What follows belongs to an exercise in optimizing a design on an open flow for small area and a short achievable clock period; a production flow would make more cautious choices.
The RTL was checked by simulation tests, not by an equivalence proof against the original design.
Power figures rest on the tool's default switching activity, not on a simulated workload.

==> flow/design.v, too long to show whole: its modules and the start of the top module <==
// module fir_15: 1913 lines
// module ost: 422 lines
// module ores: 7 lines
// module rg: 3 lines
// module fa1: 4 lines
// module ha1: 4 lines
module fir_15 #
  (
    parameter integer C_S00_AXIS_TDATA_WIDTH  = 32,
    parameter integer C_M00_AXIS_TDATA_WIDTH  = 32
  )
  (
  input wire  s00_axis_aclk, s00_axis_aresetn,
  input wire  s00_axis_tlast, s00_axis_tvalid,
  input wire [C_S00_AXIS_TDATA_WIDTH-1 : 0] s00_axis_tdata,
  input wire [(C_S00_AXIS_TDATA_WIDTH/8)-1: 0] s00_axis_tstrb,
  output logic  s00_axis_tready,
  input wire  m00_axis_tready,
  output logic  m00_axis_tvalid, m00_axis_tlast,
  output logic [C_M00_AXIS_TDATA_WIDTH-1 : 0] m00_axis_tdata,
  output logic [(C_M00_AXIS_TDATA_WIDTH/8)-1: 0] m00_axis_tstrb
  );
  // ...
==> flow/flow/run.sh <==
#!/bin/bash
# The standard layout (the standard.sh, unchanged synthesis and steps), except that
# the port buffers that global placement inserts are plain sky130_fd_sc_hd__buf_4 cells.
# make's full output goes to standard.log here; each ORFS step keeps its own log under orfs/logs/.
set -euo pipefail
export BUFFER_PORTS_ARGS="-buffer_cell sky130_fd_sc_hd__buf_4"
bash standard.sh > standard.log 2>&1
==> flow/standard.sh <==
#!/bin/bash
# synth_recipe.tcl (not shown) runs the flow's synth.tcl, then flattens the netlist and writes it again
# the make line also repeats each setting of config.mk as NAME=value (left out here)
make -C /OpenROAD-flow-scripts/flow DESIGN_CONFIG=/design/flow/config.mk WORK_HOME=/design/flow/orfs CLKGATE_MAP_FILE= SYNTH_SCRIPT=/design/flow/synth_recipe.tcl "${@:-finish}"
==> flow/config.mk <==
export PLATFORM = sky130hd
export DESIGN_NAME = fir_15
export DESIGN_NICKNAME = fir_15
export VERILOG_FILES = /design/flow/design.v
export SDC_FILE = /design/flow/constraint.sdc
export NUM_CORES = 4
export LEC_CHECK = 0
export CAP_MARGIN = 20
export CORE_MARGIN = 2
export CORE_UTILIZATION = 50
export SETUP_SLACK_MARGIN = 4.0
export SLEW_MARGIN = 20
export SYNTH_HIERARCHICAL = 1
export SYNTH_MINIMUM_KEEP_SIZE = 0
==> flow/constraint.sdc <==
create_clock -name core_clock -period 7.5 [get_ports {s00_axis_aclk}]
set_input_delay 1.5000 -clock core_clock [delete_from_list [all_inputs] [get_ports {s00_axis_aclk}]]
set_output_delay 1.5000 -clock core_clock [all_outputs]
set_load 0.01 [all_outputs]
==> flow_summary.toml, run 1 <==
[clock_tree]
ctsHoldBuffers = 0
cts_tree = "built"

[final_layout]
dominant-cell-class = "multi-input combinational cells"
n_antenna_cell = 0
n_all_inverters = 158
fin_area_sq_um = 44300
n_clock_buffer = 118

[worst_setup_path]
reg2regPathDepth = 12
arrival_ps = 4150
cpMaxStageDelayCell = "fa_1"
reg2reg_to = "o1[11]"
critical_path.endpoint_type = "flop"
crit_path_frequent_cell = "fa_1"
setup.worst_path.start = "xr[15]"

[place]
placed_cells = 4275

[power]
swShare_pct = 30.8
p_seq_share_pct = 37.1

[global_routing]
met2_usage_pct = 36.7
grt_use_met1_pct = 28.2
antenna_found_initial = 3

[worst_hold_path]
worst_hold_path_type = "flop to flop"
whs_path_depth = 2

[floorplanning]
coreArea_sq_um = 77100
initial_utilization_pct = 50.3
fp-row-count = 102

[job]
max_cap_violations = 0

[timing]
rsz0062_at_grt = "yes"

[drt]
wl_met1_um = 35200
postRouteAntennaNets = 0

[run_status]
status = "complete, no violations"

[synthesis]
syn_area_per_cell_sq_um = 12.3
==> inputs of run 2 (changes only) <==
--- a/flow/config.mk
+++ b/flow/config.mk
@@ -8,6 +8,7 @@
 export CAP_MARGIN = 20
 export CORE_MARGIN = 2
 export CORE_UTILIZATION = 50
+export CTS_BUF_LIST = sky130_fd_sc_hd__clkbuf_8
 export SETUP_SLACK_MARGIN = 4.0
 export SLEW_MARGIN = 20
 export SYNTH_HIERARCHICAL = 1
==> run 2 against run 1 <==
- still clean
- sequential cell count is the same
- critical path depth down 7
- cell count up 1.7%
- register-to-register slack improved by 70 ps
- hold slack about the same
- cell area is 0.33% lower
- critical path type is now flop to output pin
==> flow_summary.toml, run 2 <==
[run_status]
status = "complete, no violations"

[drt]
routed_via_density = 5.04
drc = 0
vias = 22800
first_pass_iters = 5
drt_iter0_drc = 1087
postRouteAntennaNets = 0
wire_per_inst_um = 17.7
wirelength_um = 80500

[global_routing]
antenna_found_initial = 4
overflow = 0
grt_pass1_vias = 25200
grt_pass1_wl_um = 134000
grt_usage_pct = 21.2
grt_max_degree = 218

[power]
power.leakage_uw = 0.0207
swShare_pct = 31.9
switching_power_uw = 3430
power_frac_clock_pct = 31.9
p_seq_share_pct = 38.7
internal_power_uw = 7320
vdd_drop_max_mv = 0.165
p_per_area_nw_per_um2 = 243
share_comb_of_total_power_pct = 29.5

[clock_tree]
clock_path_buffers = 3
ctsHoldBuffers = 0
cts_tree = "built"
numCtsBuffers = 120
clock-sinks = 683
root_buffer = "clkbuf_8"
clk_pin_slew_ps = 60
clk_latency_ps = 730
htreeDepth = 3

[worst_setup_path]
path_cells = "a21o_4 -> a21oi_4 -> buf_12 -> mux2_4 -> buf_6"
critical_path.endpoint_type = "output pin"
arrival_ps = 2070
critPathTopFamily = "flip-flops"
crit_path_max_fanout = 8
crit_buf_inv = 2
max_stage_delay_ps = 370
worstPathRequired_ps = 6000
timing.rr.start = "xr[16]"
reg2regPathDepth = 12
reg2reg_to = "o1[11]"
cpMaxStageDelayCell = "dfxtp_4"
startpoint_type = "flop"
crit_type = "flop to output pin"
reg2reg_slack_ps = 3950

[worst_hold_path]
whs_path_depth = 2
hold_path_end = "y2[10]"
worst_hold_path_type = "flop to flop"
min_from = "y2[10]"

[floorplanning]
fp-row-count = 102
initial_utilization_pct = 50.3
coreArea_sq_um = 77100
chipWidth_um = 282
dieArea_sq_um = 79700
pin_count = 80
die_h_um = 282

[timing]
hold_ws_ps = 491
drv_slew = 0
setup-violations-final = 0
rsz0062_at_grt = "yes"
slew_headroom_pct = 25.0
period_share_pct = 47.6
fmax_mhz = 280
worst_slew_pin_slew_ps = 1130
min_period_ps = 3570
final-hold-violation-count = 0
fin_skew_ps = 29.3

[final_layout]
seq_area_sq_um = 13700
multi_input_area_sq_um = 24600
final_nets = 4179
fillCellCount = 6550
layout_common_cells = "686 x nor2_1, 683 x mux2i_1, 662 x dfxtp_1"
largest_register_ffs = 60
largest_register = "s"
mostFrequentLayoutCell = "nor2_1"
final_core_util_pct = 57.3
synthToLayoutAreaGrowth_pct = 14.0
layout-drive-gt1-share_pct = 13.4

[place]
gp_congestion = 0.797
hpwl_um = 55800
place.port_buffers = 79

[synthesis]
syn_area_sq_um = 38700
syn_area_per_cell_sq_um = 12.3
yosysWarnings = 7
synth_cells = 3144
syn-num-nets = 3921

[job]
max_cap_violations = 0
## run 2: per-stage QoR
step                      area (sq um)  instances  worst slack, ps  total power [uW]  setup TNS, ps
after floorplan                  38700       3144             -502              6300        -342840
after global placement           40800       4275             2920              7040              0
after detailed placement         40800       4275             2830              7130              0
after CTS                        43900       4515             3840             10800              0
after global routing             44200       4536             3800             11500              0
final                            44200       4537             3930             10800              0
## run 2: worst max path at each step
stage,endpoint,slack (ps),start,cells after the start
floorplan,c10[0],-500,s00_axis_aresetn,2
global placement,o1[21],2920,xr[24],13
detailed placement,o1[21],2830,xr[24],13
global route,o1[21],3800,xr[23],13
CTS,m00_axis_tdata[25],3840,og[0],5
finish,m00_axis_tdata[25],3930,og[0],5
## run 2: metal layers
layer	vias to the layer above	routed length (um)	track usage (%)
met5	-	0	0
met4	0	1590	5.40
met3	122	2520	3.30
met2	259	41200	36.7
met1	11600	35200	27.9
li1	10800	-	-
## run 2: power by group through the flow
stage | sequential [uW] | clock [uW] | combinational [uW]
global route | 4200 | 3710 | 3570
CTS | 4160 | 3550 | 3100
global placement | 4230 | 0 | 2810
floorplan | 4210 | 0 | 2090
detailed placement | 4240 | 0 | 2890
finish | 4160 | 3420 | 3170
## run 2: what timing repair did
item | in CTS | in global routing
cloned | 1 | 0
pin swaps | 24 | 16
endpoints found under the setup margin | 93 | 46
endpoints found under the hold margin | 0 | 0
setup buffers | 24 | 20
resized for setup | 116 | 39
## run 2: final cells by class
class	instances	area share, %
well taps	1040	2.95
clock buffers	156	4.86
flip-flops and latches	683	31.1
inverters	158	1.37
repair buffers	161	3.44
multi-input cells	2278	55.7
diodes	2	0.0113
clock inverters	59	0.646
## run 2: worst min-delay path: cells and delay by family (launching register included)
family | cells | cell delay (ps)
flip-flops | 1 | 320
AND/OR/NAND/NOR | 1 | 70
multiplexers | 1 | 60
==> inputs of run 3 (changes only) <==
--- a/flow/config.mk
+++ b/flow/config.mk
@@ -9,7 +9,7 @@
 export CORE_MARGIN = 2
 export CORE_UTILIZATION = 50
 export CTS_BUF_LIST = sky130_fd_sc_hd__clkbuf_8
-export SETUP_SLACK_MARGIN = 4.0
+export SETUP_SLACK_MARGIN = 3.7
 export SLEW_MARGIN = 20
 export SYNTH_HIERARCHICAL = 1
 export SYNTH_MINIMUM_KEEP_SIZE = 0
==> run 3 against run 2 <==
- critical path type unchanged
- wire length decreased by 0.83%
- hold slack about the same
- still clean on timing, DRC and antenna
- largest cell class unchanged
- clock power about the same
- sequential power is essentially flat
- sequential share of layout area up 0.42 points
==> flow_summary.toml, run 3 <==
[run_status]
status = "complete, no violations"

[drt]
postRouteAntennaNets = 0
drt_iter0_drc = 1009
first_pass_iters = 5
routed_via_density = 5.03
vias = 22600
wirelength_um = 79900
wire_per_inst_um = 17.8
drc = 0

[final_layout]
final_nets = 4140
mostFrequentLayoutCell = "nor2_1"
layout-drive-gt1-share_pct = 10.9
largest_register_ffs = 60
synthToLayoutAreaGrowth_pct = 12.3
largest_register = "s"
layout_common_cells = "686 x nor2_1, 683 x mux2i_1, 676 x dfxtp_1"

[power]
vdd_drop_max_mv = 0.165
share_comb_of_total_power_pct = 27.9
internal_power_uw = 7170
power.leakage_uw = 0.0205
p_per_area_nw_per_um2 = 242
p_seq_share_pct = 39.6
swShare_pct = 31.8
power_frac_clock_pct = 32.6
switching_power_uw = 3350
power.total_uw = 10500

[worst_setup_path]
crit_type = "flop to output pin"
critical_path.endpoint_type = "output pin"
startpoint_type = "flop"
crit_path_max_fanout = 11
crit_buf_inv = 2
cpMaxStageDelayCell = "dfxtp_4"
worstPathRequired_ps = 6000
critPathTopFamily = "flip-flops"
path_cells = "a21o_4 -> a21oi_4 -> buf_12 -> mux2_2 -> buf_4"
max_stage_delay_ps = 410
arrival_ps = 2180

[worst_hold_path]
worst_hold_path_type = "flop to flop"

[clock_tree]
htreeDepth = 3
clock_path_buffers = 3
cts_tree = "built"
numCtsBuffers = 120
clk_pin_slew_ps = 60
clk_latency_ps = 740
ctsHoldBuffers = 0
root_buffer = "clkbuf_8"
clock-sinks = 683

[timing]
setup-violations-final = 0
slew_headroom_pct = 26.1
rsz0062_at_grt = "yes"
fin_skew_ps = 32.1
final-hold-violation-count = 0
period_share_pct = 49.1
min_period_ps = 3680
fmax_mhz = 272
tns_ps = 0
drv_slew = 0
worst_slew_pin_slew_ps = 1110

[floorplanning]
die_h_um = 282
coreArea_sq_um = 77100
pin_count = 80
chipWidth_um = 282
fp-row-count = 102
initial_utilization_pct = 50.3
dieArea_sq_um = 79700

[global_routing]
grt_usage_pct = 21.1
grt_pass1_wl_um = 133000
antenna_found_initial = 4
grt_max_degree = 218
overflow = 0
grt_pass1_vias = 25000

[place]
gp_congestion = 0.797
place.port_buffers = 79
hpwl_um = 55800

[synthesis]
yosysWarnings = 7
syn_area_per_cell_sq_um = 12.3
syn-num-nets = 3921
syn_area_sq_um = 38700
synth_cells = 3144

[job]
max_cap_violations = 0
run 3: what timing repair did:
item,in CTS,in global routing
buffers inserted,5,1
resized for setup,27,29
pin swaps,3,5
setup endpoints to repair,51,16
hold endpoints to repair,0,0
run 3: path summary, 6_finish.rpt:
path / end / slack (ps) / cells after the start / startpoint
setup / recovery: m00_axis_tdata[25] / 3820 / 5 / og[0]
hold / removal: y2[10] / 490 / 2 / y2[10]
setup reg to reg: o1[21] / 3830 / 13 / xr[24]
hold reg to reg: y2[10] / 490 / 2 / y2[10]
run 3: worst min-delay path: stages (launching register included):
cell     delay (ps)
dfxtp_1         320
mux2i_1          60
nor2_1           70
run 3: final cells by class:
| cell class | instances | area (sq um) |
|---|---|---|
| inverters | 158 | 597 |
| fillers | 6622 | 33600 |
| clock inverters | 59 | 285 |
| repair buffers | 122 | 1090 |
| clock buffers | 156 | 2150 |
| flip-flops and latches | 683 | 13700 |
| well taps | 1040 | 1300 |
| multi-input cells | 2278 | 24400 |
| diodes | 2 | 5.00 |
run 3: metrics by stage:
stage               utilization (%)  setup slack (ps)  hold WS, ps  std cells  cell area (sq um)
finish                         56.4              3820          491       4498              43500
global route                   56.4              3660          511       4497              43500
CTS                            56.3              3650          495       4495              43400
detailed placement             53.0              2830          479       4275              40800
global placement               53.0              2920          468       4275              40800
floorplan                         -              -502          454       3144              38700
run 3: routing by layer:
layer	track usage [%]	wire length, um	vias up
li1	-	-	10800
met1	27.7	35200	11500
met2	36.3	40600	231
met3	3.38	2440	132
met4	5.36	1630	0
met5	0	0	-
run 3: power by group through the flow:
| stage | clock (uW) | combinational [uW] | sequential [uW] |
|---|---|---|---|
| 2_1_floorplan | 0 | 2090 | 4210 |
| 3_3_place_gp | 0 | 2810 | 4230 |
| 3_5_place_dp | 0 | 2890 | 4240 |
| 4_1_cts | 3550 | 2940 | 4170 |
| 5_1_grt | 3710 | 3320 | 4200 |
| 6_report | 3420 | 2930 | 4160 |
==> inputs of run 4 (changes only) <==
==> flow/run.sh (new file) <==
#!/bin/bash
# synth_recipe.tcl (not shown) runs the flow's synth.tcl, then flattens the netlist and writes it again
# the make line also repeats each setting of config.mk as NAME=value (left out here)
make -C /OpenROAD-flow-scripts/flow DESIGN_CONFIG=/design/flow/config.mk WORK_HOME=/design/flow/orfs CLKGATE_MAP_FILE= SYNTH_SCRIPT=/design/flow/synth_recipe.tcl finish
--- a/flow/config.mk
+++ b/flow/config.mk
@@ -8,8 +8,7 @@
 export CAP_MARGIN = 20
 export CORE_MARGIN = 2
 export CORE_UTILIZATION = 50
-export CTS_BUF_LIST = sky130_fd_sc_hd__clkbuf_8
-export SETUP_SLACK_MARGIN = 3.7
+export SETUP_SLACK_MARGIN = 4.0
 export SLEW_MARGIN = 20
 export SYNTH_HIERARCHICAL = 1
 export SYNTH_MINIMUM_KEEP_SIZE = 0
removed: flow/flow/run.sh
removed: flow/standard.sh
==> run 4 against run 3 <==
- still clean
- clock skew fell by 10 ps
- area after synthesis stayed put
- cell area grew 3.3%
- count of clock-buffer cells in the layout down 40
- power grew 9.8%
- via count up 0.35%
- global-route usage is 0.32 points higher
- hold slack worse by 4.0 ps
- die area is the same
- sequential power about the same
- largest power group unchanged
==> flow_summary.toml, run 4 <==
[run_status]
status = "complete, no violations"

[timing]
min_period_ps = 3600
fin_skew_ps = 22.0
rsz0062_at_grt = "yes"
period_share_pct = 48.0
worst_slew_pin_slew_ps = 1170
slew_headroom_pct = 22.1
fmax_mhz = 278
setup-violations-final = 0
hold_ws_ps = 487
final-hold-violation-count = 0
drv_slew = 0

[final_layout]
mostFrequentLayoutCell = "nor2_1"
layoutNonFillerInstCount = 4476
fin_area_sq_um = 44900
synthToLayoutAreaGrowth_pct = 16.0
layout-drive-gt1-share_pct = 11.3
largest_register_ffs = 60
final_nets = 4148
layout_common_cells = "686 x nor2_1, 683 x mux2i_1, 664 x dfxtp_1"
fillCellCount = 6396
largest_register = "s"

[drt]
first_pass_iters = 5
drc = 0
postRouteAntennaNets = 0
vias = 22700
wire_per_inst_um = 18.1
wirelength_um = 80900
routed_via_density = 5.07
drt_iter0_drc = 907

[worst_setup_path]
crit_path_frequent_cell = "fa_2"
timing.rr.start = "xr[24]"
crit_path_max_fanout = 3
worstPathRequired_ps = 7980
max_stage_delay_ps = 520
reg2reg_slack_ps = 3930
critical_path.endpoint_type = "flop"
cpMaxStageDelayCell = "fa_1"
path_cells = "dlygate4sd2_1 -> and2_2 -> inv_1 -> fa_1 -> ha_2 -> fa_2 -> buf_4 -> fa_2 -> a31oi_1 -> xnor2_1 -> mux2i_1 -> nor2_1"
reg2regPathDepth = 12
reg2reg_to = "o1[19]"
crit_buf_inv = 3
arrival_ps = 4080
critPathTopFamily = "adder cells"
startpoint_type = "primary input"
crit_type = "primary input to flop"

[power]
power.leakage_uw = 0.0208
p_seq_share_pct = 36.0
share_comb_of_total_power_pct = 28.9
power_frac_clock_pct = 35.1
swShare_pct = 30.6
switching_power_uw = 3530
p_per_area_nw_per_um2 = 257
vdd_drop_max_mv = 0.164
internal_power_uw = 8020
power.total_uw = 11600

[synthesis]
yosysWarnings = 7
syn_area_sq_um = 38700
syn-num-nets = 3921
synth_cells = 3144
syn_area_per_cell_sq_um = 12.3

[worst_hold_path]
hold_path_end = "y3[4]"
worst_hold_path_type = "flop to flop"
min_from = "y2[4]"
whs_path_depth = 2

[floorplanning]
initial_utilization_pct = 50.3
chipWidth_um = 282
dieArea_sq_um = 79700
die_h_um = 282
fp-row-count = 102
coreArea_sq_um = 77100
pin_count = 80

[place]
hpwl_um = 55200
dpl_cell_area_sq_um = 41000
placed_cells = 4272
place.port_buffers = 79
gp_congestion = 0.798

[global_routing]
grt_pass1_wl_um = 135000
antenna_found_initial = 1
grt_max_degree = 231
grt_pass1_vias = 25200
overflow = 0
grt_usage_pct = 21.4

[clock_tree]
clock-sinks = 683
root_buffer = "clkbuf_16"
clock_path_buffers = 3
numCtsBuffers = 81
htreeDepth = 3
clk_pin_slew_ps = 60
clk_latency_ps = 630
cts_tree = "built"

[job]
max_cap_violations = 0
-- run 4: changes by cell type in the layout (fill, tap and decap cells not counted), sizes merged --
cell	before	now
buf	122	99
bufbuf	0	2
bufinv	0	6
clkbuf	156	118
clkdlybuf4s50	0	31
clkinv	13	18
clkinvlp	1	7
diode	2	1
dlygate4sd2	0	30
dlymetal6s2s	0	5
inv	203	158
-- run 4: area by class of cell --
class	count	area, sq um	share of cell area, %
multi-input combinational	2278	24700	55.1
sequential	683	13700	30.5
clock buffer	116	2410	5.36
timing repair buffer	169	1790	3.98
tap	1040	1300	2.90
inverter	158	612	1.36
clock inverter	31	360	0.802
antenna	1	2.50	0.00557
-- run 4: worst register-to-register path, stage by stage, from the launching register on --
cell and delay (ps):
dfxtp_2 320, inv_1 100, fa_1 450, fa_1 530, fa_1 450, ha_2 210
fa_2 400, buf_4 160, fa_2 340, a31oi_1 180, xnor2_1 100, mux2i_1 130
nor2_1 50
-- run 4: power by group through the flow --
stage / Clock [uW] / Combinational, uW / Sequential [uW]
floorplan: 0 / 2090 / 4210
global placement: 0 / 2830 / 4230
detailed placement: 0 / 2920 / 4240
CTS: 4180 / 3130 / 4160
global route: 4320 / 3740 / 4200
finish: 4050 / 3340 / 4160
-- run 4: metrics by stage --
stage                     setup TNS (ps)  util, %  worst slack (ps)
after CTS                              0     57.7              3830
after floorplan                  -342840        -              -502
final                                  0     58.3              3900
after global placement                 0     53.2              2730
after global routing                   0     58.3              3790
after detailed placement               0     53.2              2700
-- run 4: how the worst max path moves through the flow --
stage | endpoint | slack (ps) | from | cells after the start
finish | o1[19] | 3900 | s00_axis_tdata[23] | 12
global route | o1[13] | 3790 | xr[14] | 14
CTS | m00_axis_tdata[25] | 3830 | og[0] | 5
detailed placement | o1[5] | 2700 | s00_axis_tvalid | 13
global placement | o1[5] | 2730 | s00_axis_tvalid | 13
floorplan | c10[0] | -500 | s00_axis_aresetn | 2
-- run 4: per-layer routing --
layer  global-route usage, %  wire length [um]  share of wire [%]
met4                    5.63              1530                1.9
met3                    3.32              2780                3.4
met2                    37.4             41500                 51
met1                    27.7             35100                 43
met5                       0                 0                  0
-- run 4: repair_timing --
| action | CTS | global route |
|---|---|---|
| pin swaps | 26 | 44 |
| gates cloned | 2 | 0 |
| endpoints found under the setup margin | 252 | 47 |
| gates resized for setup | 191 | 78 |
| hold buffers | 0 | 0 |
| setup buffers | 29 | 25 |

-- what the ideal ports hide --
No port has a modelled driver above. Below, the same layouts with a new extraction and two added sets of constraints.
Step 1 assumes that a clkbuf_16 drives the clock port and a buf_2 every other input.
Step 2 times the ports against the registers' clock, not the clock port: input delays grow and output delays shrink by t, the midpoint of the rising clock arrivals with the driver on.
a / b / c = ideal / step 1 / step 2; a / b = the first two.
| run | t (ns) | slack for setup (ns) | worst register clock-pin slew, ns |
|---|---|---|---|
| run 1 | 0.673 | 3.880 / 3.880 / 3.324 | 0.06 / 0.06 |
| run 2 | 0.782 | 3.930 / 3.869 / 3.182 | 0.06 / 0.06 |
| run 3 | 0.781 | 3.820 / 3.759 / 3.173 | 0.06 / 0.06 |
| run 4 | 0.685 | 3.900 / 3.846 / 3.261 | 0.06 / 0.06 |
After both steps every run listed still meets setup and hold. The setup slack of run 2, which loses most, moves by -0.061 ns with the drivers and by -0.748 ns with both steps.
